What follows belongs to an exercise in optimizing a design on an open flow for small area, a short achievable clock period and few clock cycles; a production flow would make more cautious choices. The RTL was checked by simulation tests, not by an equivalence proof against the original design.

<file path="design/flow/design.v">
module milestone1 (
	input  logic        CLOCK_50_I,
	input  logic        resetn,
	input  logic        M1_en,
	output logic        M1_end,
	output logic [17:0] SRAM_address,
	input  logic [15:0] SRAM_read_data,
	output logic [15:0] SRAM_write_data,
	output logic        SRAM_we_n
);
localparam logic [17:0] UBASE = 18'd38400;
localparam logic [17:0] VOFS  = 18'd19200;
localparam logic [17:0] RGBBASE = 18'd146944;
logic [4:0]  ph;
logic        run, first, fs, nob;
logic        isel_v, selR, selB, tyh;
logic [6:0]  gcnt;      
logic [15:0] ya;        
logic [17:0] ra;        
logic [7:0] UW [0:5];
logic [7:0] VW [0:5];
logic [7:0] SU, SV, NV;
logic [7:0] YH, YL;         
logic [7:0] PY;             
logic [7:0] PU, PV;         
logic [10:0] PRBa, PRBb, PGa, PGb;    
logic        PRBc, PGc;             
logic [7:0] IP;             
logic [7:0] EB;             
wire [7:0] rh = SRAM_read_data[15:8];
wire [7:0] rl = SRAM_read_data[7:0];
wire clamp  = (gcnt >= 7'd78);
wire last_g = (gcnt == 7'd79);
wire rowend9;    
wire [7:0] t0 = isel_v ? VW[0] : UW[0];
wire [7:0] t1 = isel_v ? VW[1] : UW[1];
wire [7:0] t2 = isel_v ? VW[2] : UW[2];
wire [7:0] t3 = isel_v ? VW[3] : UW[3];
wire [7:0] t4 = isel_v ? VW[4] : UW[4];
wire [7:0] t5 = isel_v ? VW[5] : UW[5];
logic [8:0] S1, S2, S3;
wire [9:0] s1c = {1'b0, t0, 1'b1} + {1'b0, t5, 1'b1};    
wire [9:0] s3c = {1'b0, t2, 1'b1} + {1'b0, t3, 1'b1};    
wire q_1 = S1[5] ^ S1[3] ^ S1[1];
wire q_2 = (S1[5] & S1[3]) | (S1[5] & S1[1]) | (S1[3] & S1[1]);
wire q_3 = S1[6] ^ S1[4] ^ S1[2];
wire q_4 = (S1[6] & S1[4]) | (S1[6] & S1[2]) | (S1[4] & S1[2]);
wire q_5 = S3[1] ^ ~S2[4];
wire q_6 = S3[1] & ~S2[4];
wire q_7 = S1[7] ^ S1[5] ^ S1[3];
wire q_8 = (S1[7] & S1[5]) | (S1[7] & S1[3]) | (S1[5] & S1[3]);
wire q_9 = S3[2] ^ S3[0] ^ ~S2[5];
wire q_10 = (S3[2] & S3[0]) | (S3[2] & ~S2[5]) | (S3[0] & ~S2[5]);
wire q_11 = S2[3] ^ S2[2];
wire q_12 = ~(S2[3] | S2[2]);
wire q_13 = S1[8] ^ S1[6] ^ S1[4];
wire q_14 = (S1[8] & S1[6]) | (S1[8] & S1[4]) | (S1[6] & S1[4]);
wire q_15 = S3[3] ^ S3[1] ^ ~S2[6];
wire q_16 = (S3[3] & S3[1]) | (S3[3] & ~S2[6]) | (S3[1] & ~S2[6]);
wire q_17 = S2[4] ^ S2[3] ^ S3[8];
wire q_18 = (S2[4] & S2[3]) | (S2[4] & S3[8]) | (S2[3] & S3[8]);
wire q_19 = S1[7] ^ S1[5] ^ S3[4];
wire q_20 = (S1[7] & S1[5]) | (S1[7] & S3[4]) | (S1[5] & S3[4]);
wire q_21 = S3[2] ^ ~S2[7] ^ ~S2[5];
wire q_22 = (S3[2] & ~S2[7]) | (S3[2] & ~S2[5]) | (~S2[7] & ~S2[5]);
wire q_23 = ~S2[4] ^ 1'b1;
wire q_24 = ~S2[4] & 1'b1;
wire q_25 = S1[8] ^ S1[6] ^ S3[5];
wire q_26 = (S1[8] & S1[6]) | (S1[8] & S3[5]) | (S1[6] & S3[5]);
wire q_27 = S3[3] ^ ~S2[8] ^ ~S2[6];
wire q_28 = (S3[3] & ~S2[8]) | (S3[3] & ~S2[6]) | (~S2[8] & ~S2[6]);
wire q_29 = ~S2[5] ^ 1'b1;
wire q_30 = ~S2[5] & 1'b1;
wire q_31 = S1[7] ^ S3[6] ^ S3[4];
wire q_32 = (S1[7] & S3[6]) | (S1[7] & S3[4]) | (S3[6] & S3[4]);
wire q_33 = S1[8] ^ S3[7];
wire q_34 = S1[8] & S3[7];
wire q_35 = S1[4] ^ S1[2] ^ S1[0];
wire q_36 = (S1[4] & S1[2]) | (S1[4] & S1[0]) | (S1[2] & S1[0]);
wire q_37 = q_1 ^ S3[0] ^ ~S2[3];
wire q_38 = (q_1 & S3[0]) | (q_1 & ~S2[3]) | (S3[0] & ~S2[3]);
wire q_39 = S2[1] ^ S2[0];
wire q_40 = ~(S2[1] | S2[0]);
wire q_41 = q_3 ^ q_5 ^ q_2;
wire q_42 = (q_3 & q_5) | (q_3 & q_2) | (q_5 & q_2);
wire q_43 = S2[2] ^ S2[1] ^ S3[6];
wire q_44 = (S2[2] & S2[1]) | (S2[2] & S3[6]) | (S2[1] & S3[6]);
wire q_45 = q_7 ^ q_9 ^ q_11;
wire q_46 = (q_7 & q_9) | (q_7 & q_11) | (q_9 & q_11);
wire q_47 = q_4 ^ q_6 ^ ~S3[7];
wire q_48 = (q_4 & q_6) | (q_4 & ~S3[7]) | (q_6 & ~S3[7]);
wire q_49 = q_13 ^ q_15 ^ q_8;
wire q_50 = (q_13 & q_15) | (q_13 & q_8) | (q_15 & q_8);
wire q_51 = q_10 ^ q_12 ^ ~q_17;
wire q_52 = (q_10 & q_12) | (q_10 & ~q_17) | (q_12 & ~q_17);
wire q_53 = q_19 ^ q_21 ^ q_23;
wire q_54 = (q_19 & q_21) | (q_19 & q_23) | (q_21 & q_23);
wire q_55 = q_14 ^ q_16 ^ ~q_18;
wire q_56 = (q_14 & q_16) | (q_14 & ~q_18) | (q_16 & ~q_18);
wire q_57 = q_25 ^ q_27 ^ q_29;
wire q_58 = (q_25 & q_27) | (q_25 & q_29) | (q_27 & q_29);
wire q_59 = q_20 ^ q_22 ^ q_24;
wire q_60 = (q_20 & q_22) | (q_20 & q_24) | (q_22 & q_24);
wire q_61 = q_31 ^ q_26 ^ q_28;
wire q_62 = (q_31 & q_26) | (q_31 & q_28) | (q_26 & q_28);
wire q_63 = q_30 ^ ~S2[7] ^ ~S2[6];
wire q_64 = (q_30 & ~S2[7]) | (q_30 & ~S2[6]) | (~S2[7] & ~S2[6]);
wire q_65 = q_33 ^ S3[5] ^ q_32;
wire q_66 = (q_33 & S3[5]) | (q_33 & q_32) | (S3[5] & q_32);
wire q_67 = ~S2[8] ^ ~S2[7] ^ 1'b1;
wire q_68 = (~S2[8] & ~S2[7]) | (~S2[8] & 1'b1) | (~S2[7] & 1'b1);
wire q_69 = S3[8] ^ S3[6] ^ q_34;
wire q_70 = (S3[8] & S3[6]) | (S3[8] & q_34) | (S3[6] & q_34);
wire q_71 = S1[2] ^ S1[0];
wire q_72 = S1[2] & S1[0];
wire q_73 = S1[3] ^ S1[1] ^ ~S2[1];
wire q_74 = (S1[3] & S1[1]) | (S1[3] & ~S2[1]) | (S1[1] & ~S2[1]);
wire q_75 = q_35 ^ ~S2[2] ^ ~S2[0];
wire q_76 = (q_35 & ~S2[2]) | (q_35 & ~S2[0]) | (~S2[2] & ~S2[0]);
wire q_77 = q_37 ^ q_39 ^ q_36;
wire q_78 = (q_37 & q_39) | (q_37 & q_36) | (q_39 & q_36);
wire q_79 = q_41 ^ q_38 ^ q_40;
wire q_80 = (q_41 & q_38) | (q_41 & q_40) | (q_38 & q_40);
wire q_81 = q_45 ^ q_47 ^ q_42;
wire q_82 = (q_45 & q_47) | (q_45 & q_42) | (q_47 & q_42);
wire q_83 = q_49 ^ q_51 ^ q_46;
wire q_84 = (q_49 & q_51) | (q_49 & q_46) | (q_51 & q_46);
wire q_85 = q_53 ^ q_55 ^ q_50;
wire q_86 = (q_53 & q_55) | (q_53 & q_50) | (q_55 & q_50);
wire q_87 = q_57 ^ q_59 ^ q_54;
wire q_88 = (q_57 & q_59) | (q_57 & q_54) | (q_59 & q_54);
wire q_89 = q_61 ^ q_63 ^ q_58;
wire q_90 = (q_61 & q_63) | (q_61 & q_58) | (q_63 & q_58);
wire q_91 = q_65 ^ q_67 ^ q_62;
wire q_92 = (q_65 & q_67) | (q_65 & q_62) | (q_67 & q_62);
wire q_93 = q_69 ^ q_66 ^ q_68;
wire q_94 = (q_69 & q_66) | (q_69 & q_68) | (q_66 & q_68);
wire q_95 = S1[0] ^ ~S3[0];
wire q_96 = S1[0] & ~S3[0];
wire q_97 = S1[1] ^ ~S3[1];
wire q_98 = S1[1] & ~S3[1];
wire q_99 = q_71 ^ ~S2[0] ^ ~S3[2];
wire q_100 = (q_71 & ~S2[0]) | (q_71 & ~S3[2]) | (~S2[0] & ~S3[2]);
wire q_101 = q_73 ^ q_72 ^ ~S3[3];
wire q_102 = (q_73 & q_72) | (q_73 & ~S3[3]) | (q_72 & ~S3[3]);
wire q_103 = q_75 ^ q_74 ^ ~S3[4];
wire q_104 = (q_75 & q_74) | (q_75 & ~S3[4]) | (q_74 & ~S3[4]);
wire q_105 = q_77 ^ q_76 ^ ~S3[5];
wire q_106 = (q_77 & q_76) | (q_77 & ~S3[5]) | (q_76 & ~S3[5]);
wire q_107 = q_79 ^ q_78 ^ ~q_43;
wire q_108 = (q_79 & q_78) | (q_79 & ~q_43) | (q_78 & ~q_43);
wire q_109 = q_81 ^ q_80 ^ ~q_44;
wire q_110 = (q_81 & q_80) | (q_81 & ~q_44) | (q_80 & ~q_44);
wire q_111 = q_83 ^ q_48 ^ q_82;
wire q_112 = (q_83 & q_48) | (q_83 & q_82) | (q_48 & q_82);
wire q_113 = q_85 ^ q_52 ^ q_84;
wire q_114 = (q_85 & q_52) | (q_85 & q_84) | (q_52 & q_84);
wire q_115 = q_87 ^ q_56 ^ q_86;
wire q_116 = (q_87 & q_56) | (q_87 & q_86) | (q_56 & q_86);
wire q_117 = q_89 ^ q_60 ^ q_88;
wire q_118 = (q_89 & q_60) | (q_89 & q_88) | (q_60 & q_88);
wire q_119 = q_91 ^ q_64 ^ q_90;
wire q_120 = (q_91 & q_64) | (q_91 & q_90) | (q_64 & q_90);
wire q_121 = q_93 ^ q_92 ^ ~S2[8];
wire q_122 = (q_93 & q_92) | (q_93 & ~S2[8]) | (q_92 & ~S2[8]);
wire q_123 = S3[7] ^ q_70 ^ q_94;
wire q_124 = (S3[7] & q_70) | (S3[7] & q_94) | (q_70 & q_94);
wire q_125 = S3[8] ^ 1'b1;
wire q_126 = S3[8] & 1'b1;
wire [15:0] q_a = {q_125, q_123, q_121, q_119, q_117, q_115, q_113, q_111, q_109, q_107, q_105, q_103, q_101, q_99, q_97, q_95};
wire [15:0] q_b = {q_124, q_122, q_120, q_118, q_116, q_114, q_112, q_110, q_108, q_106, q_104, q_102, q_100, q_98, q_96, 1'b1};
wire [15:0] isum = q_a + q_b;
always_ff @(posedge CLOCK_50_I) begin
	S1 <= s1c[9:1];
	S2 <= t1 + t4;
	S3 <= s3c[9:1];
	IP <= isum[15:8];
end
wire [7:0] XR = PV & {8{selR}};              
wire [7:0] XB = PU & {8{selB}};              
wire [7:0] XC = XR | XB;                     
wire rb_1 = XC[7] ^ XC[6];
wire rb_2 = XC[7] & XC[6];
wire rb_3 = PY[2] ^ PY[0];
wire rb_4 = PY[2] & PY[0];
wire rb_5 = PY[3] ^ PY[1] ^ XC[5];
wire rb_6 = (PY[3] & PY[1]) | (PY[3] & XC[5]) | (PY[1] & XC[5]);
wire rb_7 = PY[4] ^ PY[2] ^ PY[0];
wire rb_8 = (PY[4] & PY[2]) | (PY[4] & PY[0]) | (PY[2] & PY[0]);
wire rb_9 = PY[5] ^ PY[3] ^ PY[1];
wire rb_10 = (PY[5] & PY[3]) | (PY[5] & PY[1]) | (PY[3] & PY[1]);
wire rb_11 = PY[6] ^ PY[4] ^ PY[2];
wire rb_12 = (PY[6] & PY[4]) | (PY[6] & PY[2]) | (PY[4] & PY[2]);
wire rb_13 = XR[4] ^ XR[3];
wire rb_14 = XR[4] & XR[3];
wire rb_15 = PY[7] ^ PY[5] ^ PY[3];
wire rb_16 = (PY[7] & PY[5]) | (PY[7] & PY[3]) | (PY[5] & PY[3]);
wire rb_17 = PY[0] ^ XR[5] ^ XR[4];
wire rb_18 = (PY[0] & XR[5]) | (PY[0] & XR[4]) | (XR[5] & XR[4]);
wire rb_19 = XB[6] ^ ~XR[1];
wire rb_20 = XB[6] & ~XR[1];
wire rb_21 = PY[6] ^ PY[4] ^ PY[1];
wire rb_22 = (PY[6] & PY[4]) | (PY[6] & PY[1]) | (PY[4] & PY[1]);
wire rb_23 = XC[0] ^ XR[6] ^ XR[5];
wire rb_24 = (XC[0] & XR[6]) | (XC[0] & XR[5]) | (XR[6] & XR[5]);
wire rb_25 = XB[7] ^ selB ^ ~XR[2];
wire rb_26 = (XB[7] & selB) | (XB[7] & ~XR[2]) | (selB & ~XR[2]);
wire rb_27 = PY[7] ^ PY[5] ^ PY[2];
wire rb_28 = (PY[7] & PY[5]) | (PY[7] & PY[2]) | (PY[5] & PY[2]);
wire rb_29 = XC[1] ^ XR[7] ^ XR[6];
wire rb_30 = (XC[1] & XR[7]) | (XC[1] & XR[6]) | (XR[7] & XR[6]);
wire rb_31 = PY[6] ^ PY[3] ^ XC[2];
wire rb_32 = (PY[6] & PY[3]) | (PY[6] & XC[2]) | (PY[3] & XC[2]);
wire rb_33 = XC[4] ^ XC[3];
wire rb_34 = XC[4] & XC[3];
wire rb_35 = XC[5] ^ XC[4] ^ XC[1];
wire rb_36 = (XC[5] & XC[4]) | (XC[5] & XC[1]) | (XC[4] & XC[1]);
wire rb_37 = XC[6] ^ XC[5] ^ XC[2];
wire rb_38 = (XC[6] & XC[5]) | (XC[6] & XC[2]) | (XC[5] & XC[2]);
wire rb_39 = XB[3] ^ ~PY[4];
wire rb_40 = XB[3] & ~PY[4];
wire rb_41 = rb_1 ^ XC[3] ^ XC[0];
wire rb_42 = (rb_1 & XC[3]) | (rb_1 & XC[0]) | (XC[3] & XC[0]);
wire rb_43 = XB[4] ^ ~PY[5] ^ 1'b1;
wire rb_44 = (XB[4] & ~PY[5]) | (XB[4] & 1'b1) | (~PY[5] & 1'b1);
wire rb_45 = XC[7] ^ XC[4] ^ XC[1];
wire rb_46 = (XC[7] & XC[4]) | (XC[7] & XC[1]) | (XC[4] & XC[1]);
wire rb_47 = XB[5] ^ rb_2 ^ ~PY[6];
wire rb_48 = (XB[5] & rb_2) | (XB[5] & ~PY[6]) | (rb_2 & ~PY[6]);
wire rb_49 = PY[0] ^ XC[5] ^ XC[2];
wire rb_50 = (PY[0] & XC[5]) | (PY[0] & XC[2]) | (XC[5] & XC[2]);
wire rb_51 = XB[6] ^ ~PY[7] ^ 1'b1;
wire rb_52 = (XB[6] & ~PY[7]) | (XB[6] & 1'b1) | (~PY[7] & 1'b1);
wire rb_53 = PY[1] ^ XC[6] ^ XC[3];
wire rb_54 = (PY[1] & XC[6]) | (PY[1] & XC[3]) | (XC[6] & XC[3]);
wire rb_55 = XB[7] ^ XB[0] ^ selB;
wire rb_56 = (XB[7] & XB[0]) | (XB[7] & selB) | (XB[0] & selB);
wire rb_57 = rb_3 ^ XC[7] ^ XC[4];
wire rb_58 = (rb_3 & XC[7]) | (rb_3 & XC[4]) | (XC[7] & XC[4]);
wire rb_59 = XR[0] ^ XB[1] ^ selB;
wire rb_60 = (XR[0] & XB[1]) | (XR[0] & selB) | (XB[1] & selB);
wire rb_61 = rb_5 ^ XR[1] ^ XR[0];
wire rb_62 = (rb_5 & XR[1]) | (rb_5 & XR[0]) | (XR[1] & XR[0]);
wire rb_63 = XB[2] ^ selR ^ rb_4;
wire rb_64 = (XB[2] & selR) | (XB[2] & rb_4) | (selR & rb_4);
wire rb_65 = rb_7 ^ XC[6] ^ XR[2];
wire rb_66 = (rb_7 & XC[6]) | (rb_7 & XR[2]) | (XC[6] & XR[2]);
wire rb_67 = XR[1] ^ XB[3] ^ rb_6;
wire rb_68 = (XR[1] & XB[3]) | (XR[1] & rb_6) | (XB[3] & rb_6);
wire rb_69 = rb_9 ^ XC[7] ^ XR[3];
wire rb_70 = (rb_9 & XC[7]) | (rb_9 & XR[3]) | (XC[7] & XR[3]);
wire rb_71 = XR[2] ^ XB[4] ^ rb_8;
wire rb_72 = (XR[2] & XB[4]) | (XR[2] & rb_8) | (XB[4] & rb_8);
wire rb_73 = rb_11 ^ rb_13 ^ XB[5];
wire rb_74 = (rb_11 & rb_13) | (rb_11 & XB[5]) | (rb_13 & XB[5]);
wire rb_75 = rb_10 ^ ~XR[0] ^ 1'b1;
wire rb_76 = (rb_10 & ~XR[0]) | (rb_10 & 1'b1) | (~XR[0] & 1'b1);
wire rb_77 = rb_15 ^ rb_17 ^ rb_19;
wire rb_78 = (rb_15 & rb_17) | (rb_15 & rb_19) | (rb_17 & rb_19);
wire rb_79 = rb_12 ^ rb_14 ^ 1'b1;
wire rb_80 = (rb_12 & rb_14) | (rb_12 & 1'b1) | (rb_14 & 1'b1);
wire rb_81 = rb_21 ^ rb_23 ^ rb_25;
wire rb_82 = (rb_21 & rb_23) | (rb_21 & rb_25) | (rb_23 & rb_25);
wire rb_83 = rb_16 ^ rb_18 ^ rb_20;
wire rb_84 = (rb_16 & rb_18) | (rb_16 & rb_20) | (rb_18 & rb_20);
wire rb_85 = rb_27 ^ rb_29 ^ rb_22;
wire rb_86 = (rb_27 & rb_29) | (rb_27 & rb_22) | (rb_29 & rb_22);
wire rb_87 = rb_24 ^ rb_26 ^ ~XR[3];
wire rb_88 = (rb_24 & rb_26) | (rb_24 & ~XR[3]) | (rb_26 & ~XR[3]);
wire rb_89 = rb_31 ^ XR[7] ^ selB;
wire rb_90 = (rb_31 & XR[7]) | (rb_31 & selB) | (XR[7] & selB);
wire rb_91 = rb_28 ^ rb_30 ^ ~XR[4];
wire rb_92 = (rb_28 & rb_30) | (rb_28 & ~XR[4]) | (rb_30 & ~XR[4]);
wire rb_93 = PY[7] ^ PY[4] ^ XC[3];
wire rb_94 = (PY[7] & PY[4]) | (PY[7] & XC[3]) | (PY[4] & XC[3]);
wire rb_95 = rb_32 ^ ~XR[5];
wire rb_96 = rb_32 & ~XR[5];
wire rb_97 = PY[5] ^ XC[4] ^ ~XR[6];
wire rb_98 = (PY[5] & XC[4]) | (PY[5] & ~XR[6]) | (XC[4] & ~XR[6]);
wire rb_99 = PY[6] ^ XC[5];
wire rb_100 = PY[6] & XC[5];
wire rb_101 = XC[2] ^ XC[1];
wire rb_102 = XC[2] & XC[1];
wire rb_103 = XC[3] ^ XC[2] ^ XB[0];
wire rb_104 = (XC[3] & XC[2]) | (XC[3] & XB[0]) | (XC[2] & XB[0]);
wire rb_105 = rb_33 ^ XC[0] ^ XB[1];
wire rb_106 = (rb_33 & XC[0]) | (rb_33 & XB[1]) | (XC[0] & XB[1]);
wire rb_107 = rb_35 ^ XB[2] ^ rb_34;
wire rb_108 = (rb_35 & XB[2]) | (rb_35 & rb_34) | (XB[2] & rb_34);
wire rb_109 = rb_37 ^ rb_39 ^ rb_36;
wire rb_110 = (rb_37 & rb_39) | (rb_37 & rb_36) | (rb_39 & rb_36);
wire rb_111 = rb_41 ^ rb_43 ^ rb_38;
wire rb_112 = (rb_41 & rb_43) | (rb_41 & rb_38) | (rb_43 & rb_38);
wire rb_113 = rb_45 ^ rb_47 ^ rb_42;
wire rb_114 = (rb_45 & rb_47) | (rb_45 & rb_42) | (rb_47 & rb_42);
wire rb_115 = rb_49 ^ rb_51 ^ rb_46;
wire rb_116 = (rb_49 & rb_51) | (rb_49 & rb_46) | (rb_51 & rb_46);
wire rb_117 = rb_53 ^ rb_55 ^ rb_50;
wire rb_118 = (rb_53 & rb_55) | (rb_53 & rb_50) | (rb_55 & rb_50);
wire rb_119 = rb_57 ^ rb_59 ^ rb_54;
wire rb_120 = (rb_57 & rb_59) | (rb_57 & rb_54) | (rb_59 & rb_54);
wire rb_121 = rb_61 ^ rb_63 ^ rb_58;
wire rb_122 = (rb_61 & rb_63) | (rb_61 & rb_58) | (rb_63 & rb_58);
wire rb_123 = rb_65 ^ rb_67 ^ rb_62;
wire rb_124 = (rb_65 & rb_67) | (rb_65 & rb_62) | (rb_67 & rb_62);
wire rb_125 = rb_69 ^ rb_71 ^ rb_66;
wire rb_126 = (rb_69 & rb_71) | (rb_69 & rb_66) | (rb_71 & rb_66);
wire rb_127 = rb_73 ^ rb_75 ^ rb_70;
wire rb_128 = (rb_73 & rb_75) | (rb_73 & rb_70) | (rb_75 & rb_70);
wire rb_129 = rb_77 ^ rb_79 ^ rb_74;
wire rb_130 = (rb_77 & rb_79) | (rb_77 & rb_74) | (rb_79 & rb_74);
wire rb_131 = rb_81 ^ rb_83 ^ rb_78;
wire rb_132 = (rb_81 & rb_83) | (rb_81 & rb_78) | (rb_83 & rb_78);
wire rb_133 = rb_85 ^ rb_87 ^ rb_82;
wire rb_134 = (rb_85 & rb_87) | (rb_85 & rb_82) | (rb_87 & rb_82);
wire rb_135 = rb_89 ^ rb_91 ^ rb_86;
wire rb_136 = (rb_89 & rb_91) | (rb_89 & rb_86) | (rb_91 & rb_86);
wire rb_137 = rb_93 ^ rb_95 ^ rb_90;
wire rb_138 = (rb_93 & rb_95) | (rb_93 & rb_90) | (rb_95 & rb_90);
wire rb_139 = rb_97 ^ rb_94 ^ rb_96;
wire rb_140 = (rb_97 & rb_94) | (rb_97 & rb_96) | (rb_94 & rb_96);
wire rb_141 = rb_99 ^ selB ^ rb_98;
wire rb_142 = (rb_99 & selB) | (rb_99 & rb_98) | (selB & rb_98);
wire rb_143 = PY[7] ^ XC[6] ^ selR;
wire rb_144 = (PY[7] & XC[6]) | (PY[7] & selR) | (XC[6] & selR);
wire rb_145 = rb_101 ^ ~PY[0];
wire rb_146 = rb_101 & ~PY[0];
wire rb_147 = rb_103 ^ rb_102 ^ ~PY[1];
wire rb_148 = (rb_103 & rb_102) | (rb_103 & ~PY[1]) | (rb_102 & ~PY[1]);
wire rb_149 = rb_105 ^ rb_104 ^ ~PY[2];
wire rb_150 = (rb_105 & rb_104) | (rb_105 & ~PY[2]) | (rb_104 & ~PY[2]);
wire rb_151 = rb_107 ^ rb_106 ^ ~PY[3];
wire rb_152 = (rb_107 & rb_106) | (rb_107 & ~PY[3]) | (rb_106 & ~PY[3]);
wire rb_153 = rb_109 ^ rb_108 ^ 1'b1;
wire rb_154 = (rb_109 & rb_108) | (rb_109 & 1'b1) | (rb_108 & 1'b1);
wire rb_155 = rb_111 ^ rb_40 ^ rb_110;
wire rb_156 = (rb_111 & rb_40) | (rb_111 & rb_110) | (rb_40 & rb_110);
wire rb_157 = rb_113 ^ rb_44 ^ rb_112;
wire rb_158 = (rb_113 & rb_44) | (rb_113 & rb_112) | (rb_44 & rb_112);
wire rb_159 = rb_115 ^ rb_48 ^ rb_114;
wire rb_160 = (rb_115 & rb_48) | (rb_115 & rb_114) | (rb_48 & rb_114);
wire rb_161 = rb_117 ^ rb_52 ^ rb_116;
wire rb_162 = (rb_117 & rb_52) | (rb_117 & rb_116) | (rb_52 & rb_116);
wire rb_163 = rb_119 ^ rb_56 ^ rb_118;
wire rb_164 = (rb_119 & rb_56) | (rb_119 & rb_118) | (rb_56 & rb_118);
wire rb_165 = rb_121 ^ rb_60 ^ rb_120;
wire rb_166 = (rb_121 & rb_60) | (rb_121 & rb_120) | (rb_60 & rb_120);
wire rb_167 = rb_123 ^ rb_64 ^ rb_122;
wire rb_168 = (rb_123 & rb_64) | (rb_123 & rb_122) | (rb_64 & rb_122);
wire rb_169 = rb_125 ^ rb_68 ^ rb_124;
wire rb_170 = (rb_125 & rb_68) | (rb_125 & rb_124) | (rb_68 & rb_124);
wire rb_171 = rb_127 ^ rb_72 ^ rb_126;
wire rb_172 = (rb_127 & rb_72) | (rb_127 & rb_126) | (rb_72 & rb_126);
wire rb_173 = rb_129 ^ rb_76 ^ rb_128;
wire rb_174 = (rb_129 & rb_76) | (rb_129 & rb_128) | (rb_76 & rb_128);
wire rb_175 = rb_131 ^ rb_80 ^ rb_130;
wire rb_176 = (rb_131 & rb_80) | (rb_131 & rb_130) | (rb_80 & rb_130);
wire rb_177 = rb_133 ^ rb_84 ^ rb_132;
wire rb_178 = (rb_133 & rb_84) | (rb_133 & rb_132) | (rb_84 & rb_132);
wire rb_179 = rb_135 ^ rb_88 ^ rb_134;
wire rb_180 = (rb_135 & rb_88) | (rb_135 & rb_134) | (rb_88 & rb_134);
wire rb_181 = rb_137 ^ rb_92 ^ rb_136;
wire rb_182 = (rb_137 & rb_92) | (rb_137 & rb_136) | (rb_92 & rb_136);
wire rb_183 = rb_139 ^ rb_138 ^ 1'b1;
wire rb_184 = (rb_139 & rb_138) | (rb_139 & 1'b1) | (rb_138 & 1'b1);
wire rb_185 = rb_141 ^ rb_140 ^ ~XR[7];
wire rb_186 = (rb_141 & rb_140) | (rb_141 & ~XR[7]) | (rb_140 & ~XR[7]);
wire rb_187 = rb_143 ^ rb_100 ^ rb_142;
wire rb_188 = (rb_143 & rb_100) | (rb_143 & rb_142) | (rb_100 & rb_142);
wire rb_189 = XC[7] ^ rb_144;
wire rb_190 = XC[7] & rb_144;
wire [26:0] rb_a = {1'b1, 1'b1, rb_189, rb_187, rb_185, rb_183, rb_181, rb_179, rb_177, rb_175, rb_173, rb_171, rb_169, rb_167, rb_165, rb_163, rb_161, rb_159, rb_157, rb_155, rb_153, rb_151, rb_149, rb_147, rb_145, XC[1], XC[0]};
wire [26:0] rb_b = {1'b0, rb_190, rb_188, rb_186, rb_184, rb_182, rb_180, rb_178, rb_176, rb_174, rb_172, rb_170, rb_168, rb_166, rb_164, rb_162, rb_160, rb_158, rb_156, rb_154, rb_152, rb_150, rb_148, rb_146, 1'b1, XC[0], 1'b0};
wire [16:0] rb_lo = {1'b0, rb_a[15:0]} + {1'b0, rb_b[15:0]};
wire g_1 = PY[7] ^ PY[5];
wire g_2 = PY[7] & PY[5];
wire g_3 = PY[6] ^ PY[4];
wire g_4 = PY[6] & PY[4];
wire g_5 = PY[7] ^ PY[5];
wire g_6 = PY[7] & PY[5];
wire g_7 = PY[5] ^ PY[3] ^ PY[1];
wire g_8 = (PY[5] & PY[3]) | (PY[5] & PY[1]) | (PY[3] & PY[1]);
wire g_9 = PY[6] ^ PY[4] ^ PY[2];
wire g_10 = (PY[6] & PY[4]) | (PY[6] & PY[2]) | (PY[4] & PY[2]);
wire g_11 = PU[2] ^ PV[1] ^ ~PU[5];
wire g_12 = (PU[2] & PV[1]) | (PU[2] & ~PU[5]) | (PV[1] & ~PU[5]);
wire g_13 = g_1 ^ PY[3] ^ PY[0];
wire g_14 = (g_1 & PY[3]) | (g_1 & PY[0]) | (PY[3] & PY[0]);
wire g_15 = PU[3] ^ PV[2] ^ ~PU[6];
wire g_16 = (PU[3] & PV[2]) | (PU[3] & ~PU[6]) | (PV[2] & ~PU[6]);
wire g_17 = PU[1] ^ PV[4];
wire g_18 = ~(PU[1] | PV[4]);
wire g_19 = g_3 ^ PY[1] ^ PU[4];
wire g_20 = (g_3 & PY[1]) | (g_3 & PU[4]) | (PY[1] & PU[4]);
wire g_21 = PV[3] ^ g_2 ^ ~PU[7];
wire g_22 = (PV[3] & g_2) | (PV[3] & ~PU[7]) | (g_2 & ~PU[7]);
wire g_23 = PU[2] ^ PV[5] ^ PV[1];
wire g_24 = (PU[2] & PV[5]) | (PU[2] & PV[1]) | (PV[5] & PV[1]);
wire g_25 = g_5 ^ PY[2] ^ PU[5];
wire g_26 = (g_5 & PY[2]) | (g_5 & PU[5]) | (PY[2] & PU[5]);
wire g_27 = PV[4] ^ g_4 ^ ~PU[3];
wire g_28 = (PV[4] & g_4) | (PV[4] & ~PU[3]) | (g_4 & ~PU[3]);
wire g_29 = ~PV[6] ^ ~PV[2] ^ 1'b1;
wire g_30 = (~PV[6] & ~PV[2]) | (~PV[6] & 1'b1) | (~PV[2] & 1'b1);
wire g_31 = PY[6] ^ PY[3] ^ PU[6];
wire g_32 = (PY[6] & PY[3]) | (PY[6] & PU[6]) | (PY[3] & PU[6]);
wire g_33 = PV[5] ^ g_6 ^ ~PU[4];
wire g_34 = (PV[5] & g_6) | (PV[5] & ~PU[4]) | (g_6 & ~PU[4]);
wire g_35 = PV[7] ^ PV[3];
wire g_36 = ~(PV[7] | PV[3]);
wire g_37 = PY[7] ^ PY[4] ^ PU[7];
wire g_38 = (PY[7] & PY[4]) | (PY[7] & PU[7]) | (PY[4] & PU[7]);
wire g_39 = PV[6] ^ ~PU[5] ^ ~PV[4];
wire g_40 = (PV[6] & ~PU[5]) | (PV[6] & ~PV[4]) | (~PU[5] & ~PV[4]);
wire g_41 = PY[5] ^ PV[7];
wire g_42 = PY[5] & PV[7];
wire g_43 = PU[2] ^ ~PY[3];
wire g_44 = PU[2] & ~PY[3];
wire g_45 = PU[3] ^ ~PY[4] ^ ~PU[1];
wire g_46 = (PU[3] & ~PY[4]) | (PU[3] & ~PU[1]) | (~PY[4] & ~PU[1]);
wire g_47 = PU[4] ^ ~PY[5] ^ ~PU[2];
wire g_48 = (PU[4] & ~PY[5]) | (PU[4] & ~PU[2]) | (~PY[5] & ~PU[2]);
wire g_49 = PU[5] ^ ~PY[6];
wire g_50 = PU[5] & ~PY[6];
wire g_51 = PY[0] ^ PU[6] ^ ~PY[7];
wire g_52 = (PY[0] & PU[6]) | (PY[0] & ~PY[7]) | (PU[6] & ~PY[7]);
wire g_53 = PY[1] ^ PU[7] ^ ~PU[5];
wire g_54 = (PY[1] & PU[7]) | (PY[1] & ~PU[5]) | (PU[7] & ~PU[5]);
wire g_55 = PU[0] ^ PV[5];
wire g_56 = ~(PU[0] | PV[5]);
wire g_57 = PY[2] ^ PY[0] ^ ~PU[6];
wire g_58 = (PY[2] & PY[0]) | (PY[2] & ~PU[6]) | (PY[0] & ~PU[6]);
wire g_59 = ~PU[1] ^ ~PV[6] ^ 1'b1;
wire g_60 = (~PU[1] & ~PV[6]) | (~PU[1] & 1'b1) | (~PV[6] & 1'b1);
wire g_61 = PY[3] ^ PY[1] ^ ~PU[7];
wire g_62 = (PY[3] & PY[1]) | (PY[3] & ~PU[7]) | (PY[1] & ~PU[7]);
wire g_63 = PU[2] ^ PV[7] ^ PV[0];
wire g_64 = (PU[2] & PV[7]) | (PU[2] & PV[0]) | (PV[7] & PV[0]);
wire g_65 = PY[4] ^ PY[2] ^ PY[0];
wire g_66 = (PY[4] & PY[2]) | (PY[4] & PY[0]) | (PY[2] & PY[0]);
wire g_67 = PU[0] ^ ~PU[3] ^ ~PV[1];
wire g_68 = (PU[0] & ~PU[3]) | (PU[0] & ~PV[1]) | (~PU[3] & ~PV[1]);
wire g_69 = g_7 ^ PU[1] ^ PV[0];
wire g_70 = (g_7 & PU[1]) | (g_7 & PV[0]) | (PU[1] & PV[0]);
wire g_71 = ~PU[4] ^ ~PV[2] ^ 1'b1;
wire g_72 = (~PU[4] & ~PV[2]) | (~PU[4] & 1'b1) | (~PV[2] & 1'b1);
wire g_73 = g_9 ^ g_11 ^ g_8;
wire g_74 = (g_9 & g_11) | (g_9 & g_8) | (g_11 & g_8);
wire g_75 = ~PU[0] ^ ~PV[3] ^ 1'b1;
wire g_76 = (~PU[0] & ~PV[3]) | (~PU[0] & 1'b1) | (~PV[3] & 1'b1);
wire g_77 = g_13 ^ g_15 ^ g_17;
wire g_78 = (g_13 & g_15) | (g_13 & g_17) | (g_15 & g_17);
wire g_79 = g_10 ^ g_12 ^ ~PV[0];
wire g_80 = (g_10 & g_12) | (g_10 & ~PV[0]) | (g_12 & ~PV[0]);
wire g_81 = g_19 ^ g_21 ^ g_14;
wire g_82 = (g_19 & g_21) | (g_19 & g_14) | (g_21 & g_14);
wire g_83 = g_16 ^ g_18 ^ ~g_23;
wire g_84 = (g_16 & g_18) | (g_16 & ~g_23) | (g_18 & ~g_23);
wire g_85 = g_25 ^ g_27 ^ g_29;
wire g_86 = (g_25 & g_27) | (g_25 & g_29) | (g_27 & g_29);
wire g_87 = g_20 ^ g_22 ^ ~g_24;
wire g_88 = (g_20 & g_22) | (g_20 & ~g_24) | (g_22 & ~g_24);
wire g_89 = g_31 ^ g_33 ^ g_35;
wire g_90 = (g_31 & g_33) | (g_31 & g_35) | (g_33 & g_35);
wire g_91 = g_26 ^ g_28 ^ g_30;
wire g_92 = (g_26 & g_28) | (g_26 & g_30) | (g_28 & g_30);
wire g_93 = g_37 ^ g_39 ^ g_32;
wire g_94 = (g_37 & g_39) | (g_37 & g_32) | (g_39 & g_32);
wire g_95 = g_34 ^ g_36 ^ 1'b1;
wire g_96 = (g_34 & g_36) | (g_34 & 1'b1) | (g_36 & 1'b1);
wire g_97 = g_41 ^ g_38 ^ g_40;
wire g_98 = (g_41 & g_38) | (g_41 & g_40) | (g_38 & g_40);
wire g_99 = ~PU[6] ^ ~PV[5] ^ 1'b1;
wire g_100 = (~PU[6] & ~PV[5]) | (~PU[6] & 1'b1) | (~PV[5] & 1'b1);
wire g_101 = PY[6] ^ g_42 ^ ~PU[7];
wire g_102 = (PY[6] & g_42) | (PY[6] & ~PU[7]) | (g_42 & ~PU[7]);
wire g_103 = ~PV[6] ^ 1'b1;
wire g_104 = ~PV[6] & 1'b1;
wire g_105 = PY[7] ^ ~PV[7];
wire g_106 = PY[7] & ~PV[7];
wire g_107 = g_43 ^ ~PU[0];
wire g_108 = g_43 & ~PU[0];
wire g_109 = g_45 ^ g_44 ^ ~PV[6];
wire g_110 = (g_45 & g_44) | (g_45 & ~PV[6]) | (g_44 & ~PV[6]);
wire g_111 = g_47 ^ g_46 ^ ~PV[7];
wire g_112 = (g_47 & g_46) | (g_47 & ~PV[7]) | (g_46 & ~PV[7]);
wire g_113 = g_49 ^ g_48 ^ ~PU[3];
wire g_114 = (g_49 & g_48) | (g_49 & ~PU[3]) | (g_48 & ~PU[3]);
wire g_115 = g_51 ^ g_50 ^ ~PU[4];
wire g_116 = (g_51 & g_50) | (g_51 & ~PU[4]) | (g_50 & ~PU[4]);
wire g_117 = g_53 ^ g_55 ^ g_52;
wire g_118 = (g_53 & g_55) | (g_53 & g_52) | (g_55 & g_52);
wire g_119 = g_57 ^ g_59 ^ g_54;
wire g_120 = (g_57 & g_59) | (g_57 & g_54) | (g_59 & g_54);
wire g_121 = g_61 ^ g_58 ^ g_60;
wire g_122 = (g_61 & g_58) | (g_61 & g_60) | (g_58 & g_60);
wire g_123 = g_65 ^ g_67 ^ g_62;
wire g_124 = (g_65 & g_67) | (g_65 & g_62) | (g_67 & g_62);
wire g_125 = g_69 ^ g_71 ^ g_66;
wire g_126 = (g_69 & g_71) | (g_69 & g_66) | (g_71 & g_66);
wire g_127 = g_73 ^ g_75 ^ g_70;
wire g_128 = (g_73 & g_75) | (g_73 & g_70) | (g_75 & g_70);
wire g_129 = g_77 ^ g_79 ^ g_74;
wire g_130 = (g_77 & g_79) | (g_77 & g_74) | (g_79 & g_74);
wire g_131 = g_81 ^ g_83 ^ g_78;
wire g_132 = (g_81 & g_83) | (g_81 & g_78) | (g_83 & g_78);
wire g_133 = g_85 ^ g_87 ^ g_82;
wire g_134 = (g_85 & g_87) | (g_85 & g_82) | (g_87 & g_82);
wire g_135 = g_89 ^ g_91 ^ g_86;
wire g_136 = (g_89 & g_91) | (g_89 & g_86) | (g_91 & g_86);
wire g_137 = g_93 ^ g_95 ^ g_90;
wire g_138 = (g_93 & g_95) | (g_93 & g_90) | (g_95 & g_90);
wire g_139 = g_97 ^ g_99 ^ g_94;
wire g_140 = (g_97 & g_99) | (g_97 & g_94) | (g_99 & g_94);
wire g_141 = g_101 ^ g_103 ^ g_98;
wire g_142 = (g_101 & g_103) | (g_101 & g_98) | (g_103 & g_98);
wire g_143 = g_105 ^ g_102 ^ g_104;
wire g_144 = (g_105 & g_102) | (g_105 & g_104) | (g_102 & g_104);
wire g_145 = PY[0] ^ PV[2];
wire g_146 = ~(PY[0] | PV[2]);
wire g_147 = PU[0] ^ ~PY[1] ^ ~PV[3];
wire g_148 = (PU[0] & ~PY[1]) | (PU[0] & ~PV[3]) | (~PY[1] & ~PV[3]);
wire g_149 = PU[1] ^ ~PY[2] ^ ~PV[4];
wire g_150 = (PU[1] & ~PY[2]) | (PU[1] & ~PV[4]) | (~PY[2] & ~PV[4]);
wire g_151 = g_107 ^ ~PV[5] ^ ~PV[0];
wire g_152 = (g_107 & ~PV[5]) | (g_107 & ~PV[0]) | (~PV[5] & ~PV[0]);
wire g_153 = g_109 ^ g_108 ^ ~PV[1];
wire g_154 = (g_109 & g_108) | (g_109 & ~PV[1]) | (g_108 & ~PV[1]);
wire g_155 = g_111 ^ g_110 ^ ~PV[2];
wire g_156 = (g_111 & g_110) | (g_111 & ~PV[2]) | (g_110 & ~PV[2]);
wire g_157 = g_113 ^ g_112 ^ ~PV[3];
wire g_158 = (g_113 & g_112) | (g_113 & ~PV[3]) | (g_112 & ~PV[3]);
wire g_159 = g_115 ^ g_114 ^ ~PV[4];
wire g_160 = (g_115 & g_114) | (g_115 & ~PV[4]) | (g_114 & ~PV[4]);
wire g_161 = g_117 ^ g_116 ^ 1'b1;
wire g_162 = (g_117 & g_116) | (g_117 & 1'b1) | (g_116 & 1'b1);
wire g_163 = g_119 ^ g_56 ^ g_118;
wire g_164 = (g_119 & g_56) | (g_119 & g_118) | (g_56 & g_118);
wire g_165 = g_121 ^ g_120 ^ ~g_63;
wire g_166 = (g_121 & g_120) | (g_121 & ~g_63) | (g_120 & ~g_63);
wire g_167 = g_123 ^ g_122 ^ ~g_64;
wire g_168 = (g_123 & g_122) | (g_123 & ~g_64) | (g_122 & ~g_64);
wire g_169 = g_125 ^ g_68 ^ g_124;
wire g_170 = (g_125 & g_68) | (g_125 & g_124) | (g_68 & g_124);
wire g_171 = g_127 ^ g_72 ^ g_126;
wire g_172 = (g_127 & g_72) | (g_127 & g_126) | (g_72 & g_126);
wire g_173 = g_129 ^ g_76 ^ g_128;
wire g_174 = (g_129 & g_76) | (g_129 & g_128) | (g_76 & g_128);
wire g_175 = g_131 ^ g_80 ^ g_130;
wire g_176 = (g_131 & g_80) | (g_131 & g_130) | (g_80 & g_130);
wire g_177 = g_133 ^ g_84 ^ g_132;
wire g_178 = (g_133 & g_84) | (g_133 & g_132) | (g_84 & g_132);
wire g_179 = g_135 ^ g_88 ^ g_134;
wire g_180 = (g_135 & g_88) | (g_135 & g_134) | (g_88 & g_134);
wire g_181 = g_137 ^ g_92 ^ g_136;
wire g_182 = (g_137 & g_92) | (g_137 & g_136) | (g_92 & g_136);
wire g_183 = g_139 ^ g_96 ^ g_138;
wire g_184 = (g_139 & g_96) | (g_139 & g_138) | (g_96 & g_138);
wire g_185 = g_141 ^ g_100 ^ g_140;
wire g_186 = (g_141 & g_100) | (g_141 & g_140) | (g_100 & g_140);
wire g_187 = g_143 ^ g_142 ^ 1'b1;
wire g_188 = (g_143 & g_142) | (g_143 & 1'b1) | (g_142 & 1'b1);
wire g_189 = g_106 ^ g_144;
wire g_190 = g_106 & g_144;
wire [26:0] g_a = {1'b1, 1'b1, g_189, g_187, g_185, g_183, g_181, g_179, g_177, g_175, g_173, g_171, g_169, g_167, g_165, g_163, g_161, g_159, g_157, g_155, g_153, g_151, g_149, g_147, g_145, ~PV[1], ~PV[0]};
wire [26:0] g_b = {1'b0, g_190, g_188, g_186, g_184, g_182, g_180, g_178, g_176, g_174, g_172, g_170, g_168, g_166, g_164, g_162, g_160, g_158, g_156, g_154, g_152, g_150, g_148, g_146, 1'b1, 1'b0, 1'b1};
wire [16:0] g_lo = {1'b0, g_a[15:0]} + {1'b0, g_b[15:0]};
always_ff @(posedge CLOCK_50_I) begin
	PRBa <= rb_a[26:16]; PRBb <= rb_b[26:16]; PRBc <= rb_lo[16];
	PGa  <= g_a[26:16];  PGb  <= g_b[26:16];  PGc  <= g_lo[16];
end
function automatic [7:0] clip(input logic [10:0] x);
	clip = x[10] ? 8'd0 : (|x[9:8]) ? 8'd255 : x[7:0];
endfunction
wire [10:0] PRB = PRBa + PRBb + {10'd0, PRBc};
wire [10:0] PG  = PGa + PGb + {10'd0, PGc};
wire [7:0] cRB = clip(PRB);
wire [7:0] cG  = clip(PG);
logic [4:0] nph;
always_comb begin
	case (ph)
		5'd9:  nph = ((last_g && !nob) || fs) ? 5'd10 : 5'd0;
		5'd15: nph = 5'd7;
		default: nph = ph + 5'd1;
	endcase
end
assign rowend9 = (ph == 5'd9) && (nph == 5'd10);
wire wr_ph = (nph == 5'd3) || (nph == 5'd4) || (nph == 5'd5) ||
             (!nob && ((nph == 5'd9) || (nph == 5'd0) || (nph == 5'd1) || (nph == 5'd10) || (nph == 5'd11)));
wire [1:0]  cinc = (nph == 5'd12 || nph == 5'd13) ? 2'd1 : (last_g || fs) ? 2'd0 : {ya[0], ~ya[0]};
wire frame_done = (ph == 5'd11) && !nob && (&SRAM_address);
always_ff @(posedge CLOCK_50_I or negedge resetn) begin
	if (!resetn) begin
		ph <= 5'd7;
		run <= 1'b0;
		first <= 1'b1;
		fs <= 1'b1;
		nob <= 1'b1;
		isel_v <= 1'b0;
		selR <= 1'b0;
		selB <= 1'b0;
		tyh <= 1'b0;
		M1_end <= 1'b0;
		gcnt <= 7'd0;
		ya <= 16'd0;
		ra <= RGBBASE;
		SRAM_address <= UBASE + VOFS;
		SRAM_we_n <= 1'b1;
	end else begin
		if (M1_en) run <= 1'b1;
		if (run && !M1_end) begin
		isel_v <= (nph == 5'd9) || (nph == 5'd5);
		tyh <= (nph == 5'd9) || (nph == 5'd5);
		selR <= (nph == 5'd1) || (nph == 5'd2) || (nph == 5'd7) || (nph == 5'd8);
		selB <= !((nph == 5'd1) || (nph == 5'd2) || (nph == 5'd7) || (nph == 5'd8));
		if (ph == 5'd9) fs <= 1'b0;
		if (ph == 5'd7 && !fs) first <= 1'b0;
		if (ph == 5'd12) nob <= 1'b1;
		else if (ph == 5'd1) nob <= 1'b0;
		if (frame_done) begin
			M1_end <= 1'b1;
			SRAM_we_n <= 1'b1;
		end else begin
			ph <= nph;
			if (ph == 5'd9 && !nob) gcnt <= last_g ? 7'd0 : gcnt + 7'd1;
			SRAM_we_n <= !wr_ph;
			if (wr_ph) begin
				SRAM_address <= ra;
				ra <= ra + 18'd1;
			end else begin
				case (nph)
					5'd2, 5'd6, 5'd14: begin
						SRAM_address <= {2'b0, ya};
						if (nph != 5'd14 || first) ya <= ya + 16'd1;
					end
					5'd7, 5'd12: SRAM_address <= UBASE + VOFS + {3'd0, ya[15:1]} + {16'd0, cinc};
					5'd8, 5'd13: SRAM_address <= UBASE + {3'd0, ya[15:1]} + {16'd0, cinc};
					default: ;
				endcase
			end
		end
		end
	end
end
wire u_sh  = (ph == 5'd0) || (ph == 5'd7) || (ph == 5'd10) || (ph == 5'd11) || (ph == 5'd12) ||
             (ph == 5'd13) || (ph == 5'd15);
wire u_rh  = ((ph == 5'd0) && !clamp) || (ph == 5'd10) || (ph == 5'd15);
wire u_su  = ((ph == 5'd7) && !clamp) || (ph == 5'd13);
wire v_sh  = (ph == 5'd1) || ((ph == 5'd7) && !nob) || rowend9 || (ph == 5'd10) ||
             (ph == 5'd11) || (ph == 5'd12) || (ph == 5'd14) || (ph == 5'd15);
wire v_rh  = rowend9 || (ph == 5'd14);
wire v_nv  = (ph == 5'd1) && !clamp;
wire v_sv  = ((ph == 5'd7) && !clamp) || (ph == 5'd12) || (ph == 5'd15);
always_ff @(posedge CLOCK_50_I) begin
	if (((ph == 5'd4 || ph == 5'd8) && !nob) || (ph == 5'd7 && first)) begin
		YH <= rh; YL <= rl;
	end
	case (ph)
		5'd2, 5'd8: SRAM_write_data <= {cRB, cG};
		5'd3, 5'd9: SRAM_write_data <= {EB, cRB};
		default:    SRAM_write_data <= {cG, cRB};
	endcase
	if (ph == 5'd1 || ph == 5'd7) EB <= cRB;
	case (ph)
		5'd9, 5'd5: begin PY <= YH; PU <= UW[2]; end
		5'd0, 5'd6: PV <= VW[2];
		5'd1, 5'd7: begin PY <= YL; PV <= IP; end
		5'd2, 5'd8: PU <= IP;
		default: ;
	endcase
	if (u_sh) begin
		UW[0] <= UW[1]; UW[1] <= UW[2]; UW[2] <= UW[3]; UW[3] <= UW[4]; UW[4] <= UW[5];
		if (u_rh) UW[5] <= rh;
		else if (u_su) UW[5] <= SU;
	end
	if (u_rh) SU <= rl;
	if (v_sh) begin
		VW[0] <= VW[1]; VW[1] <= VW[2]; VW[2] <= VW[3]; VW[3] <= VW[4]; VW[4] <= VW[5];
		if (v_rh) VW[5] <= rh;
		else if (v_nv) VW[5] <= NV;
		else if (v_sv) VW[5] <= SV;
	end
	if (ph == 5'd9 || ph == 5'd14) SV <= rl;
	if (ph == 5'd9) NV <= rh;
end
endmodule
</file>
<file path="design/flow/flow/run.sh">
#!/bin/bash
# The standard layout (standard.sh, unchanged synthesis and steps), with the
# timing repair after CTS and global routing asked to reach 9 ns of setup slack
# at the design's clock period, using only gate sizing, pin swaps and buffering
# (no gate cloning, no buffer removal). The full make output, which holds every
# tool's output, goes to layout.log here; ORFS keeps each step's log under orfs/logs.
set -euo pipefail
bash standard.sh SETUP_SLACK_MARGIN=9 SKIP_GATE_CLONING=1 SETUP_MOVE_SEQUENCE=sizeup,swap,buffer finish > layout.log 2>&1
</file>
<file path="design/flow/standard.sh">
#!/bin/bash
# synth_recipe.tcl (not shown) runs the flow's synth.tcl, then flattens the netlist and writes it again
# the make line also repeats each setting of config.mk as NAME=value (left out here)
make -C /OpenROAD-flow-scripts/flow DESIGN_CONFIG=/design/flow/config.mk WORK_HOME=/design/flow/orfs CLKGATE_MAP_FILE= SYNTH_SCRIPT=/design/flow/synth_recipe.tcl "${@:-finish}"
</file>
<file path="design/flow/config.mk">
export PLATFORM = sky130hd
export DESIGN_NAME = milestone1
export DESIGN_NICKNAME = milestone1
export VERILOG_FILES = /design/flow/design.v
export SDC_FILE = /design/flow/constraint.sdc
export NUM_CORES = 4
export LEC_CHECK = 0
export CAP_MARGIN = 20
export CORE_MARGIN = 2
export CORE_UTILIZATION = 40
export CTS_CLUSTER_DIAMETER = 100
export CTS_CLUSTER_SIZE = 25
export SLEW_MARGIN = 20
</file>
<file path="design/flow/constraint.sdc">
create_clock -name core_clock -period 13.0 [get_ports {CLOCK_50_I}]
set_input_delay 2.6000 -clock core_clock [delete_from_list [all_inputs] [get_ports {CLOCK_50_I}]]
set_output_delay 2.6000 -clock core_clock [all_outputs]
set_load 0.01 [all_outputs]
</file>
==> run summary, run 1 <==
CP Max Fanout: 30
final setup vio count: 0
Vias/cell: 5.17
root buf cell: clkbuf_16
Crit Path Class: flip-flop to flip-flop
vias in the first global route: 14100
Mean Syn Cell Area: 11.4 um2
RSZ-0062 raised after global routing: true
count of final hold-check violations: 0
largest net degree at the start of global routing: 74
Setup TNS: 0 ns
clock latency (worst-skew pair): 0.55 ns
synth warn: 3
CP startpoint kind: flip-flop
CTS buffer count: 18
Slew headroom: 28.1%
Syn Inst Count: 1874
DRT iter0 DRCs: 1137
register area share after synthesis: 40.7%
Yosys cell types: 84
crit path time final: 4.04 ns
Nets: 2364
placed cell count: 2577
Critical Path AT: 4.52 ns
Post-Syn Area: 21400 um2
H-tree depth: 1
R2R depth: 14
post-synth net total: 2236
drt drc: 0
Routed Antenna Nets: 0
Crit-path slowest cell: dfstp_4
TritonCTS clock tree: built
layout cells sized above 1: 17.3%
fin crit share: 31.0%
Core Area: 52800 um2
Clock Tree Buf Depth: 3
vias: 14000
HP Class: flip-flop to flip-flop
Top delay family on crit path: simple AND/OR/NAND/NOR gates
global placement routability congestion: 0.871
first-pass GRT wire length: 79500 um
IO Pins: 55
drt wl/cell: 18.7 um
P&R area growth vs syn: 14.6%
Final Non-Filler Cells: 2702
max_cap viols: 0
Crit. End Element: flip-flop
CP max stage delay: 0.80 ns
chip width: 235 um
die area: 55400 um2
Reg-to-Reg Start: ph[2]$_DFFE_PN1P_
Max Freq: 248 MHz
clock sinks: 332
GR Util All Layers: 18.2%
Critical Path Most Common Cell: or3_4
Fillers: 4840
# rows: 84
Required @ worst endpoint: 13.48 ns
max-slew violations: 0
Worst-path clk slew: 0.10 ns
CP bufs+invs: 1
skew final: 0.0397 ns
WHS Path Cells: 0
Worst-Margin Slew: 1.07 ns
CTS Hold Bufs: 0
status: complete, no violations
hpwl dp: 37700 um
ANT cells: 0
hold wc startpoint: VW[5][2]$_DFFE_PP_
Hold Slack: 0.446 ns
IO Port Bufs: 54
EDFF count, synth: 168
total grt overflow: 0
DRT Pass-1 Iters: 8
initial antenna violation count: 0
ys flop type: edfxtp_1
final WL: 50500 um
ys async rst share: 22.0%
initial core utilization: 40.5%
post-synthesis register bit count: 332
worst-path cell chain: nand4bb_4, inv_8, or3_4, or3_4, o32ai_1, ha_2, fa_2, nand3_4, o31ai_4, a21oi_2, or4_1, nand3_1, a221oi_1, nor3_2
die height: 235 um
Levels on crit path: 14
Crit. Startpoint: ph[2]$_DFFE_PN1P_
-- metrics by stage --
step	setup WS, ns	utilization [%]	cell area, um2
2_1_floorplan	8.79	-	21500
3_3_place_gp	8.38	43.1	22700
3_5_place_dp	8.29	43.1	22700
4_1_cts	8.89	45.5	24000
5_1_grt	8.81	46.5	24500
6_report	8.96	46.5	24500
-- layout make-up --
class	count	area (um2)	area share (%)
Inverter	330	1270	5.18
Clock inverter	6	68.8	0.281
Sequential cell	332	8750	35.7
Tap cell	688	861	3.51
Timing Repair Buffer	156	1330	5.40
Clock buffer	26	502	2.05
Multi-Input combinational cell	1164	11700	47.9
-- cells in the final DEF, fill, tap and decap left out, drive strengths merged, types with 60 or more instances in the layout --
master and n:
inv 325, fa 205, edfxtp 168, ha 138
nand2 128, buf 105, nor2 95, dfxtp 91
a21oi 78, mux2 71, xnor2 60
-- metal layers --
| metal | track usage (%) | wire length (um) | vias to the layer above |
|---|---|---|---|
| met2 | 29.3 | 23200 | 391 |
| met1 | 26.2 | 23400 | 6979 |
| met4 | 4.34 | 1240 | 0 |
| met3 | 2.49 | 2640 | 65 |
| li1 | - | - | 6540 |
| met5 | 0 | 0 | - |
-- synthesized netlist by cell type, types with 5 or more instances --
library cell | n | area share, %
xnor2_1 | 60 | 2.5
a31oi_1 | 9 | 0.26
o21a_1 | 8 | 0.28
a21boi_0 | 5 | 0.18
xor2_1 | 19 | 0.78
dfxtp_1 | 91 | 8.5
buf_2 | 13 | 0.30
nand2b_1 | 9 | 0.26
a221o_1 | 11 | 0.51
clkbuf_1 | 23 | 0.40
ha_1 | 138 | 8.1
nand2_1 | 127 | 2.2
fa_1 | 205 | 19
a22oi_1 | 6 | 0.21
or3_1 | 10 | 0.29
nand3_1 | 24 | 0.56
a21oi_1 | 77 | 1.8
nor3_1 | 23 | 0.54
and3_1 | 16 | 0.47
inv_1 | 327 | 5.7
o21ai_0 | 52 | 1.2
o21bai_1 | 9 | 0.32
nor2b_1 | 18 | 0.53
a2111oi_0 | 6 | 0.25
dfrtp_1 | 56 | 6.6
buf_1 | 7 | 0.12
mux2_2 | 71 | 3.7
nor2_1 | 95 | 1.7
o31ai_1 | 5 | 0.18
a21o_1 | 19 | 0.67
dfstp_2 | 17 | 2.1
nand4_1 | 18 | 0.53
edfxtp_1 | 168 | 24
a222oi_1 | 7 | 0.33
mux2i_1 | 23 | 1.1
-- logic make-up (layout without fill, tap and decap cells) --
family / after synthesis / in the layout / share of synthesized area [%]
xor+xnor: 79 / 79 / 3.23
compound gates: 276 / 276 / 8.88
fa+ha+maj: 343 / 343 / 27.3
simple gates: 372 / 372 / 8.27
mux: 94 / 94 / 4.81
buf+inv: 378 / 518 / 6.81
flops: 332 / 332 / 40.7
-- sequential cells by signal, summed over array words and instances, names as in the netlist, 9 cells and up --
name             count
SRAM_write_data     16
ya                  16
PRBb                10
S2                   9
S3                   9
SRAM_address        18
PGa                  9
S1                   9
VW                  48
UW                  48
PRBa                 9
PGb                 10
ra                  18
-- repair_timing --
item,in CTS,in global routing
pin swaps,26,33
resized for setup,110,68
setup endpoints to repair,92,70
setup buffers,55,38
-- path summary, 6_finish.rpt --
path	end	slack, ns
setup reg to reg	SRAM_address[14]$_DFFE_PN1P_	8.96
min in group asynchronous	M1_end$_DFFE_PN0P_	2.17
hold reg to reg	VW[4][2]$_DFFE_PP_	0.45
max in group asynchronous	isel_v$_DFFE_PN0P_	10.15
hold / removal	VW[4][2]$_DFFE_PP_	0.45
setup / recovery	SRAM_address[14]$_DFFE_PN1P_	8.96
Testbench counts, summed over its fixed seeds: cycles 1,164,996.
==> run 2: changes to the inputs <==
--- a/design/flow/design.v
+++ b/design/flow/design.v
@@ -589,3 +589,3 @@
              (!nob && ((nph == 5'd9) || (nph == 5'd0) || (nph == 5'd1) || (nph == 5'd10) || (nph == 5'd11)));
-wire [1:0]  cinc = (nph == 5'd12 || nph == 5'd13) ? 2'd1 : (last_g || fs) ? 2'd0 : {ya[0], ~ya[0]};
+logic [1:0] cinc;
 wire frame_done = (ph == 5'd11) && !nob && (&SRAM_address);
@@ -602,2 +602,3 @@
 		tyh <= 1'b0;
+		cinc <= 2'd0;
 		M1_end <= 1'b0;
@@ -613,2 +614,3 @@
 		tyh <= (nph == 5'd9) || (nph == 5'd5);
+		cinc <= (nph == 5'd11 || nph == 5'd12) ? 2'd1 : (last_g || fs) ? 2'd0 : 2'd2;
 		selR <= (nph == 5'd1) || (nph == 5'd2) || (nph == 5'd7) || (nph == 5'd8);
==> run summary, run 2 <==
status: complete, no violations
Yosys top cell by area: edfxtp_1
Core Area: 52800 um2 (unchanged)
fin area: 23800 um2 (-2.9%)
Worst-Margin Slew: 1.08 ns (+0.00920 ns)
global placement routability congestion: 0.898 (+3.1%)
DRT iter0 DRCs: 921 (-19%)
TritonCTS clock tree: built
count of final hold-check violations: 0 (unchanged)
max_cap viols: 0 (unchanged)
post-layout util: 45.1% (-1.4 points)
Hold Slack: 0.450 ns (+0.00437 ns)
drt wl/cell: 18.1 um (-3.0%)
CTS buffer count: 19 (+1)
GR Util All Layers: 17.5% (-0.73 points)
most frequent cells in the layout: 326 x inv_1, 205 x fa_1, 168 x edfxtp_1
R2R depth: 11 (-3)
largest net degree at the start of global routing: 76 (+2.7%)
ys async rst share: 22.5% (+0.47 points)
fin crit share: 31.3% (+0.23 points)
die area: 55300 um2 (about the same)
Syn Inst Count: 1866 (-0.43%)
most instantiated cells after synthesis: 333 x inv_1, 205 x fa_1, 168 x edfxtp_1
vias in the first global route: 13900 (-1.9%)
Reg-to-Reg Start: PY[3]$_DFFE_PP_
IO Pins: 55 (unchanged)
total grt overflow: 0 (unchanged)
Setup TNS: 0 ns (unchanged)
Nets: 2315 (-2.1%)
P&R area growth vs syn: 11.3%
Required @ worst endpoint: 13.45 ns (-0.03 ns)
# rows: 84 (unchanged)
HP Class: flip-flop to flip-flop
R2R Setup Slk: 8.94 ns (-0.03 ns)
Mean Syn Cell Area: 11.5 um2 (+0.41%)
die height: 235 um (about the same)
DP Area: 22700 um2 (-0.35%)
CP Max Fanout: 7 (-77%)
Crit Path Class: flip-flop to flip-flop
ANT cells: 0 (unchanged)
initial antenna violation count: 0 (unchanged)
synth top area cells: edfxtp_1 24%, fa_1 19%, dfxtp_1 8.5%
chip width: 235 um (about the same)
hpwl dp: 37100 um (-1.7%)
Post-Syn Area: 21400 um2 (about the same)
CTS Hold Bufs: 0 (unchanged)
ys flop type: edfxtp_1
most common cell after layout, fill and taps aside: inv_1
EDFF count, synth: 168 (unchanged)
clock latency (worst-skew pair): 0.55 ns (about the same)
crit path time final: 4.06 ns (+0.0296 ns)
biggest regs: UW (48), VW (48)
clock sinks: 334 (+0.60%)
worst-case hold path end point: VW[3][0]$_DFFE_PP_
Slew headroom: 27.5% (-0.64 points)
Yosys cell types: 84 (unchanged)
FF-to-FF End: PRBc$_DFF_P_
max-slew violations: 0 (unchanged)
Synth top area share: 23.6% (about the same)
Max Freq: 246 MHz (-0.73%)
drt drc: 0 (unchanged)
H-tree depth: 1 (unchanged)
final setup vio count: 0 (unchanged)
Final Non-Filler Cells: 2654 (-1.8%)
Clock Tree Buf Depth: 3 (unchanged)
register area share after synthesis: 41.0% (+0.24 points)
first-pass GRT wire length: 77400 um (-2.6%)
Crit. End Element: flip-flop
CP startpoint kind: flip-flop
DP Worst Slack: 8.54 ns (+0.254 ns)
DRT Pass-1 Iters: 9 (+1)
Routed Antenna Nets: 0 (unchanged)
most frequent cell after synthesis: inv_1
IO Port Bufs: 54 (unchanged)
Worst-path clk slew: 0.10 ns (about the same)
root buf cell: clkbuf_16
vias: 13600 (-2.7%)
Vias/cell: 5.12 (-0.95%)
initial core utilization: 40.5% (about the same)
layout cells sized above 1: 11.9% (-5.4 points)
final worst setup slack: 8.94 ns (-0.0296 ns)
synth warn: 3 (unchanged)
placed cell count: 2565 (-0.47%)
Critical Path AT: 4.52 ns (about the same)
post-synth net total: 2228 (-0.36%)
final WL: 48100 um (-4.7%)
post-synthesis register bit count: 334 (+0.60%)
WHS Path Cells: 0 (unchanged)
hold wc startpoint: VW[4][0]$_DFFE_PP_
RSZ-0062 raised after global routing: true
skew final: 0.0298 ns (-0.00997 ns)
[run 2: repair_timing]
item	CTS	global route
setup buffers	13	42
endpoints found under the setup margin	96	49
gates resized for setup	56	22
pin swaps	10	1
[run 2: critical path, stage by stage, from the launching register on]
cell      delay, ns
edfxtp_1       0.54
inv_1          0.47
fa_1           0.54
fa_1           0.50
fa_1           0.55
inv_1          0.06
fa_1           0.41
ha_1           0.32
a21o_1         0.19
a21oi_1        0.12
o21ai_0        0.10
a21o_1         0.19
[run 2: per-layer routing]
layer,global-route usage [%],routed length [um],vias up
met5,0,0,-
met4,3.28,852,0
met3,2.23,2340,45
met2,27.9,22200,371
met1,25.8,22700,6739
li1,-,-,6442
[run 2: logic make-up after synthesis]
family,after synthesis,synth area share [%]
buf+inv,385,6.90
simple gates,362,8.17
fa+ha+maj,343,27.3
flops,334,41.0
compound gates,275,8.96
mux,87,4.46
xor+xnor,80,3.28
[run 2: worst max-delay path by stage]
stage	start	end	slack (ns)	depth (start not counted)
2_1_floorplan	S1[1]$_DFF_P_	IP[7]$_DFF_P_	9.01	15
3_3_place_gp	selB$_DFFE_PN0P_	PRBc$_DFF_P_	8.66	15
3_5_place_dp	ph[0]$_DFFE_PN1P_	VW[0][7]$_DFFE_PP_	8.54	6
4_1_cts	PU[5]$_DFFE_PP_	PRBc$_DFF_P_	8.75	13
5_1_grt	selB$_DFFE_PN0P_	PRBc$_DFF_P_	8.70	16
6_report	PY[3]$_DFFE_PP_	PRBc$_DFF_P_	8.94	11
[run 2: area by class of cell]
type | instances | area, um2
fill | 4924 | 29000
multi-input combinational | 1147 | 11300
sequential | 334 | 8780
inverter | 335 | 1270
timing repair buffer | 116 | 981
tap | 688 | 861
clock buffer | 28 | 519
clock inverter | 6 | 90.1
Testbench counts of run 2, summed over its fixed seeds: cycles 1,164,996.

## port drivers added, routing unchanged
How much do the figures lean on ideal ports? The routed layouts below were timed once more, with nothing changed but the port constraints. Step 1, drivers: a clkbuf_16 drives CLOCK_50_I and a buf_2 each remaining input, both assumed. Step 2 also shifts input and output timing later by t, the mid clock arrival at the registers, as if the neighbouring blocks saw the same clock. a / b / c = no drivers / after step 1 / after step 2; a / b = the first two.
run | t (ns) | slack for setup (ns) | worst slew at a driven data input, ns | pins driven straight from the clock port
run 1 | 0.585 | 8.965 / 8.965 / 8.965 | 0.04 | 1
run 2 | 0.596 | 8.935 / 8.935 / 8.935 | 0.04 | 1
After both steps every run listed still meets setup and hold.
